From an optimization exercise on the open Yosys and OpenROAD flow, aimed at small area, a short achievable clock period and few clock cycles; shortcuts taken in it are not production practice. Only simulation tests tie the RTL to the original design; equivalence was not proved. Power figures rest on the tool's default switching activity, not on a simulated workload.

**flow/run.sh**
```bash
#!/bin/bash
# synth_recipe.tcl (not shown) runs the flow's synth.tcl, then flattens the netlist and writes it again
# the make line also repeats each setting of config.mk as NAME=value (left out here)
make -C /OpenROAD-flow-scripts/flow DESIGN_CONFIG=/design/flow/config.mk WORK_HOME=/design/flow/orfs CLKGATE_MAP_FILE= SYNTH_SCRIPT=/design/flow/synth_recipe.tcl finish
```
**flow/config.mk**
```make
export PLATFORM = sky130hd
export DESIGN_NAME = os_array
export DESIGN_NICKNAME = os_array
export VERILOG_FILES = /design/flow/design.v
export SDC_FILE = /design/flow/constraint.sdc
export NUM_CORES = 4
export LEC_CHECK = 0
export CAP_MARGIN = 20
export CORE_MARGIN = 2
export CORE_UTILIZATION = 40
export SLEW_MARGIN = 20
```
**flow/constraint.sdc**
```tcl
create_clock -name core_clock -period 6.0 [get_ports {clk}]
set_input_delay 1.2000 -clock core_clock [delete_from_list [all_inputs] [get_ports {clk}]]
set_output_delay 1.2000 -clock core_clock [all_outputs]
set_load 0.01 [all_outputs]
```
**flow/design.v**
```verilog
module pe #(
    parameter OUT_PE_WEIGHT_WIDTH  = 8,
    parameter OUT_PE_INPUT_WIDTH   = 8,
    parameter OUT_PE_SCRATCH_WIDTH = 22,
    parameter OUT_PE_FWD_WIDTH     = 22
)(
    input  wire                           w_clock,
    input  wire                           w_ready,      
    input  wire                           w_rw,
    input  wire                           w_stream,
    input  wire [OUT_PE_WEIGHT_WIDTH-1:0] w_weight,
    input  wire [OUT_PE_INPUT_WIDTH-1:0]  w_input,
    input  wire [OUT_PE_FWD_WIDTH-1:0]    w_fwd_in,
    output wire [OUT_PE_FWD_WIDTH-1:0]    w_out,
    output wire [OUT_PE_WEIGHT_WIDTH-1:0] w_wgt_out,
    output wire [OUT_PE_INPUT_WIDTH-1:0]  w_inp_out
);
    reg [OUT_PE_WEIGHT_WIDTH-1:0]  r_wgt;
    reg [OUT_PE_INPUT_WIDTH-1:0]   r_inp;
    reg [OUT_PE_FWD_WIDTH-1:0]     r_fwd;
    reg [OUT_PE_SCRATCH_WIDTH-1:0] r_scratch;
    reg [OUT_PE_SCRATCH_WIDTH-1:0] r_pipeline;
    always @(posedge w_clock) begin
        r_wgt <= w_weight;
        r_inp <= w_input;
        if (w_ready) begin
            if (r_pipeline != {OUT_PE_SCRATCH_WIDTH{1'b0}}) begin
                r_scratch <= r_scratch + r_pipeline;
                r_pipeline <= {OUT_PE_SCRATCH_WIDTH{1'b0}};
            end else begin
                r_scratch <= r_scratch;
                r_pipeline <= r_pipeline;
            end
            if (w_rw) begin
                if (w_weight != {OUT_PE_WEIGHT_WIDTH{1'b0}} && w_input != {OUT_PE_INPUT_WIDTH{1'b0}}) begin
                    r_pipeline <= w_weight * w_input;
                end 
                r_fwd <= (w_stream) ? w_fwd_in : r_fwd;
            end 
            else begin
                r_fwd <= r_fwd;
            end
        end else begin
            r_scratch <= {OUT_PE_SCRATCH_WIDTH{1'b0}};
            r_fwd <= {OUT_PE_FWD_WIDTH{1'b0}};
            r_pipeline <= {OUT_PE_SCRATCH_WIDTH{1'b0}};
        end
    end
    assign w_wgt_out = r_wgt;
    assign w_inp_out  = r_inp;
    assign w_out = (!w_ready || (w_rw && !w_stream)) ? 
        {OUT_PE_FWD_WIDTH{1'b0}} :
        (w_stream) ? r_fwd : r_scratch; 
endmodule
module os_array #(
    parameter N  = 4,
    parameter WW = 8,
    parameter IW = 8,
    parameter SW = 22
) (
    input  wire              clk,
    input  wire              rst,           
    input  wire              in_valid,
    output wire              in_ready,
    input  wire              in_last,
    input  wire [N*IW-1:0]   in_a,          
    input  wire [N*WW-1:0]   in_b,          
    output wire              out_valid,
    output wire [N*N*SW-1:0] out_c          
);
    localparam S_CLEAR = 2'd0;
    localparam S_RUN   = 2'd1;
    localparam S_DRAIN = 2'd2;
    localparam S_OUT   = 2'd3;
    localparam DRAIN_CYCLES = 2 * N;
    localparam CLEAR_CYCLES = 2 * N;
    reg [1:0] r_state;
    reg [4:0] r_count;
    wire w_accept = in_valid && in_ready;
    assign in_ready  = (r_state == S_RUN);
    assign out_valid = (r_state == S_OUT);
    always @(posedge clk) begin
        if (rst) begin
            r_state <= S_CLEAR;
            r_count <= 0;
        end else begin
            case (r_state)
                S_CLEAR: begin
                    if (r_count == CLEAR_CYCLES - 1) begin
                        r_state <= S_RUN;
                        r_count <= 0;
                    end else begin
                        r_count <= r_count + 1;
                    end
                end
                S_RUN: begin
                    if (w_accept && in_last) begin
                        r_state <= S_DRAIN;
                        r_count <= 0;
                    end
                end
                S_DRAIN: begin
                    if (r_count == DRAIN_CYCLES - 1) begin
                        r_state <= S_OUT;
                        r_count <= 0;
                    end else begin
                        r_count <= r_count + 1;
                    end
                end
                S_OUT: begin
                    r_state <= S_CLEAR;
                    r_count <= CLEAR_CYCLES - 1;
                end
            endcase
        end
    end
    wire w_pe_ready = (r_state != S_CLEAR);
    wire w_pe_rw    = (r_state != S_OUT);
    reg [IW-1:0] r_a_skew [0:N-1][0:N-1];
    reg [WW-1:0] r_b_skew [0:N-1][0:N-1];
    integer s, t;
    always @(posedge clk) begin
        for (s = 0; s < N; s = s + 1) begin
            r_a_skew[s][0] <= (w_accept && !rst) ? in_a[s*IW +: IW] : {IW{1'b0}};
            r_b_skew[s][0] <= (w_accept && !rst) ? in_b[s*WW +: WW] : {WW{1'b0}};
            for (t = 1; t < N; t = t + 1) begin
                r_a_skew[s][t] <= rst ? {IW{1'b0}} : r_a_skew[s][t-1];
                r_b_skew[s][t] <= rst ? {WW{1'b0}} : r_b_skew[s][t-1];
            end
        end
    end
    wire [IW-1:0] w_inp [0:N-1][0:N];
    wire [WW-1:0] w_wgt [0:N][0:N-1];
    genvar gi, gj;
    generate
        for (gi = 0; gi < N; gi = gi + 1) begin : g_edge
            assign w_inp[gi][0] = r_a_skew[gi][gi];
            assign w_wgt[0][gi] = r_b_skew[gi][gi];
        end
        for (gi = 0; gi < N; gi = gi + 1) begin : g_row
            for (gj = 0; gj < N; gj = gj + 1) begin : g_col
                pe #(
                    .OUT_PE_WEIGHT_WIDTH(WW),
                    .OUT_PE_INPUT_WIDTH(IW),
                    .OUT_PE_SCRATCH_WIDTH(SW),
                    .OUT_PE_FWD_WIDTH(SW)
                ) u_pe (
                    .w_clock   (clk),
                    .w_ready   (w_pe_ready),
                    .w_rw      (w_pe_rw),
                    .w_stream  (1'b0),
                    .w_weight  (w_wgt[gi][gj]),
                    .w_input   (w_inp[gi][gj]),
                    .w_fwd_in  ({SW{1'b0}}),
                    .w_out     (out_c[(gi*N+gj)*SW +: SW]),
                    .w_wgt_out (w_wgt[gi+1][gj]),
                    .w_inp_out (w_inp[gi][gj+1])
                );
            end
        end
    endgenerate
endmodule
```
==> out/results.txt <==
For the final count of hold timing violations, the log shows 0. The sequential fraction of the synthesis area is 0.266. From left edge to right edge, the die measures 452 um. The run gives 0.537 as the clock share of power. The largest net degree at the start of global routing is 112.

Measured slew at the worst slew-check pin: 0.992 ns. The core occupancy in the finished layout came out at 0.464. Based on the critical path, the design can be clocked at up to 206 MHz.

The mux cell area share after synthesis was 0.0116; the CTS sink count was 1063. For this block, the routed nets add up to 213 mm of wire. For the initial antenna violation count, the log shows 8. The normalized max-slew margin was 0.333; the largest vdd supply drop was 323 uV. The combinational family with the most area after synthesis was adder cells. Ranked by total cell area, the synthesized netlist is headed by sky130_fd_sc_hd__dfxtp_1 (27%), sky130_fd_sc_hd__fa_1 (15%), sky130_fd_sc_hd__ha_1 (14%). In this run the number of H-tree levels came out at 4. The required arrival time at the worst endpoint was 6.69 ns; the placer's final routability congestion estimate was 0.895.

For the final routed database, the setup TNS stands at 0 ns. In this run the cell area of the synthesized design comes to 80100 um^2. The tool flagged a number of max-cap violations equal to 0. The run finished with no timing, DRC or antenna violations. The chip height came out at 452 um. The master cell of the clock root buffer was sky130_fd_sc_hd__clkbuf_16. TritonCTS built the clock tree. Fill cells in the final layout number 19200. The tools report the net total in the final layout as 11100.

For this design the top-level I/O count stands at 422. The worst path needs 4.87 ns of the cycle, external delays included. The compound-cell area share of the yosys netlist works out to 0.110. The first global-routing pass estimated 343 mm of wire.

The async set-reset flop share out of synthesis was 0; the fraction of final layout cells with drive strength greater than 1 was 0.0343. For this design the ratio of total power to cell area is 173 nW/um^2. The floorplan has 164 rows. The class of the most critical setup path was reg2reg. For the die area, the log shows 204000 um^2. The buffer count from post-CTS setup fixing came out at 0.

The synthesized design contains 1063 register bits. The synthesized-area fraction occupied by adder cells is 0.291. The final clock period utilization by the worst path works out to 0.811. The share of synthesized cell area in and, or, nand and nor gates is 0.228.

The starting utilization of the core area is 0.402, and the XOR/XNOR share of the synthesized area is 0.0379. By count the netlist is led by sky130_fd_sc_hd__and2_1 (1252), sky130_fd_sc_hd__dfxtp_1 (1063), sky130_fd_sc_hd__inv_1 (967), sky130_fd_sc_hd__ha_1 (919), sky130_fd_sc_hd__nor2_1 (750). Power comes to 16.0 mW. Data on the critical path arrives at its endpoint at 5.55 ns. The via count of the first global-routing pass is 64000, and the static leakage power is 44.3 nW.

Summed over all nets, the half-perimeter wirelength after detailed placement is 168 mm. Number of buffers inserted by hold repair at cts: 0. Clock skew on the completed layout was measured at 0.0329 ns.

Prevailing post-synth register cell: sky130_fd_sc_hd__dfxtp_1. The number of design-rule violations left by the first detailed-router iteration was 3136. After synthesis, the netlist uses 88 different library cells.

The tools report the combined global-route utilization of all metal layers as 0.208. The final count of pins violating max slew came out at 0. sky130_fd_sc_hd__and2_1 is the most common cell in the netlist. In this run, synthesis inferred 0 flip-flops with an integrated enable. The clock passes through at most 3 buffers. The total overflow left after global routing is 0.

Setup repair after global routing left no endpoint under its margin. The fraction of synthesized cell area taken by the top area cell type came out at 0.266. Share of total power in sequential cells: 0.447.

The via density per instance was 5.11. Yosys printed 6 warnings. The logs give 62700 for the total vias in the final route and 0.016 for the logic gate share of total power. The count of nets left with antenna violations once routing finished came out at 0. The clock reaches the later pin of the worst-skew pair after 0.80 ns. For the number of CTS-inserted buffers, the log shows 132.

The worst min-delay path class was reg2reg. The tools report the endpoint kind of the worst setup timing path as a flip-flop. The mean instance size in the synthesized netlist was 8.90 um^2. The first detailed-routing pass ran for 7 iterations. The internal power of the cells totals 12.4 mW. During placement, the flow inserted port buffers numbering 421. The switching power as a share of total power is 0.223, and the area of the core is 199000 um^2.

The sort of element at the start of the critical path was a flip-flop. Setup violations remaining at the end of the flow were counted as 0. The library cell occupying the most area in the post-synthesis netlist is sky130_fd_sc_hd__dfxtp_1.

The tools report the gate count of the mapped netlist as 8998. The area of all sequential standard cells was 21300 um^2; the power spent charging and discharging nets was 3.56 mW. Summing all multi-input logic gate instances after layout gives 55000 um^2. Clock-pin slew of the registers on the worst-case setup and hold paths: 0.06 ns.

The highest fanout seen on the critical path was 10. The final routed wire length divided by cell count was 17.4 um; the remaining design rule violation count was 0. Compared with the post-synthesis result, the final layout area differs by 15.5%. The quantity of gates resized following cts is 0.
==> per-layer routing <==
metal	part of all wire	routed length, um	vias to the layer above	global-route usage
met5	0	0	-	0
met4	0.039	8300	0	0.0805
met3	0.035	7500	333	0.0259
met2	0.49	104000	1157	0.363
met1	0.44	93200	30200	0.260
li1	-	-	31000	-
==> flip-flops by register name, summed over array words and instances (netlist names) <==
| signal | count |
|---|---|
| r_state | 2 |
| r_b_skew | 80 |
| g_row.g_col.u_pe.r_scratch | 352 |
| r_a_skew | 80 |
| g_row.g_col.u_pe.r_inp | 96 |
| g_row.g_col.u_pe.r_wgt | 96 |
| g_row.g_col.u_pe.r_pipeline | 352 |
| r_count | 5 |
==> placed cells by master (no fill, tap or decap), types with 22 or more instances in the layout <==
master	instances
sky130_fd_sc_hd__and2_1	1252
sky130_fd_sc_hd__dfxtp_1	1063
sky130_fd_sc_hd__inv_1	966
sky130_fd_sc_hd__ha_1	917
sky130_fd_sc_hd__nor2_1	748
sky130_fd_sc_hd__fa_1	592
sky130_fd_sc_hd__a21oi_1	495
sky130_fd_sc_hd__nand2_1	468
sky130_fd_sc_hd__clkdlybuf4s50_1	420
sky130_fd_sc_hd__o21ai_0	238
sky130_fd_sc_hd__xnor2_1	205
sky130_fd_sc_hd__nor2b_1	200
sky130_fd_sc_hd__a21o_1	183
sky130_fd_sc_hd__nor3_1	168
sky130_fd_sc_hd__nor4_1	145
sky130_fd_sc_hd__xor2_1	142
sky130_fd_sc_hd__clkbuf_16	135
sky130_fd_sc_hd__conb_1	96
sky130_fd_sc_hd__nand3_1	95
sky130_fd_sc_hd__mux2i_1	87
sky130_fd_sc_hd__or3_1	65
sky130_fd_sc_hd__and3_1	59
sky130_fd_sc_hd__o21a_1	57
sky130_fd_sc_hd__nand2b_1	49
sky130_fd_sc_hd__nand4_1	47
sky130_fd_sc_hd__a211oi_1	47
sky130_fd_sc_hd__o21bai_1	46
sky130_fd_sc_hd__a31oi_1	46
sky130_fd_sc_hd__buf_4	38
sky130_fd_sc_hd__a21boi_0	35
sky130_fd_sc_hd__or4_1	34
sky130_fd_sc_hd__o31ai_1	29
sky130_fd_sc_hd__nor3b_1	23
sky130_fd_sc_hd__clkbuf_1	23
sky130_fd_sc_hd__o211ai_1	22
==> path summary, 6_finish.rpt <==
kind	from	to	slack, ns	cells past startpoint
worst max-delay path	g_row[1].g_col[2].u_pe.r_wgt[5]$_DFF_P_	g_row[2].g_col[2].u_pe.r_pipeline[15]$_SDFF_PP0_	1.13	16
worst min-delay path	r_a_skew[9][6]$_SDFF_PP0_	r_a_skew[10][6]$_SDFF_PP0_	0.43	1
worst max register to register	g_row[1].g_col[2].u_pe.r_wgt[5]$_DFF_P_	g_row[2].g_col[2].u_pe.r_pipeline[15]$_SDFF_PP0_	1.13	16
worst min register to register	r_a_skew[9][6]$_SDFF_PP0_	r_a_skew[10][6]$_SDFF_PP0_	0.43	1
==> power by group through the flow <==
stage	clock network [mW]	logic, mW	registers, mW
2_1_floorplan	0	0.168	7.28
3_3_place_gp	0	0.256	7.29
3_5_place_dp	0	0.261	7.29
4_1_cts	8.83	0.263	7.14
5_1_grt	9.10	0.293	7.14
6_report	8.58	0.262	7.14
==> layout make-up <==
| class | count | area share |
|---|---|---|
| diodes | 3 | 0.0000812 |
| clock buffers | 177 | 0.0403 |
| clock inverters | 67 | 0.0108 |
| inverters | 973 | 0.0395 |
| multi-input cells | 6856 | 0.594 |
| flip-flops and latches | 1063 | 0.230 |
| well taps | 2656 | 0.0359 |
| repair buffers | 462 | 0.0493 |
==> kinds of logic (layout without fill, tap and decap cells) <==
logic type | after synthesis | in the layout
simple gates | 3428 | 3428
fa+ha+maj | 1511 | 1511
compound gates | 1382 | 1382
buf+inv | 1174 | 1679
flops | 1063 | 1063
xor+xnor | 347 | 347
mux | 92 | 92
other cells | 1 | 99
==> worst max-delay path, stage by stage, from the launching register on <==
cell and delay [ns]:
sky130_fd_sc_hd__dfxtp_1 0.61, sky130_fd_sc_hd__nand2_1 0.17, sky130_fd_sc_hd__fa_1 0.53, sky130_fd_sc_hd__fa_1 0.54, sky130_fd_sc_hd__inv_1 0.05, sky130_fd_sc_hd__fa_1 0.47, sky130_fd_sc_hd__inv_1 0.05, sky130_fd_sc_hd__fa_1 0.48
sky130_fd_sc_hd__inv_1 0.04, sky130_fd_sc_hd__ha_1 0.31, sky130_fd_sc_hd__a21boi_0 0.16, sky130_fd_sc_hd__o21a_1 0.20, sky130_fd_sc_hd__o21ai_0 0.26, sky130_fd_sc_hd__a21oi_1 0.15, sky130_fd_sc_hd__o31a_1 0.26, sky130_fd_sc_hd__or3_1 0.34
sky130_fd_sc_hd__a21oi_1 0.15
==> metrics by stage <==
stage | setup slack, ns | instances | instance area, um^2 | hold WS [ns]
final | 1.13 | 12300 | 92500 | 0.425
after global placement | 1.12 | 12000 | 87700 | 0.417
after floorplan | 1.71 | 9093 | 80500 | 0.401
after detailed placement | 1.13 | 12000 | 87700 | 0.422
after global routing | 0.819 | 12300 | 92500 | 0.451
after CTS | 1.10 | 12300 | 92500 | 0.430
Testbench counts, summed over its fixed seeds: cycles 22,011.

re-timing with driven ports:
No port has a modelled driver above. Below, the same layout with a new extraction and two added sets of constraints.
Step 1 sets driving cells, clkbuf_16 on the clock port and buf_2 on the other inputs (assumed; they add their load-dependent delay and slew).
Step 2, shift: input delay + t, output delay - t, t = (earliest + latest rising clock arrival at the registers) / 2. This alone moves slack from input paths to output paths.
a / b / c = ideal / step 1 / step 2; a / b = the first two.
shift t [ns]: 0.877
setup WS [ns]: 1.135 / 1.135 / 1.135
worst slew at a driven data input, ns: 0.05
cell pins on the clock port's net: 1
After both steps setup and hold are still met in this run. For this run, drivers alone change the setup slack by 0.000 ns; drivers and shift together by 0.000 ns.
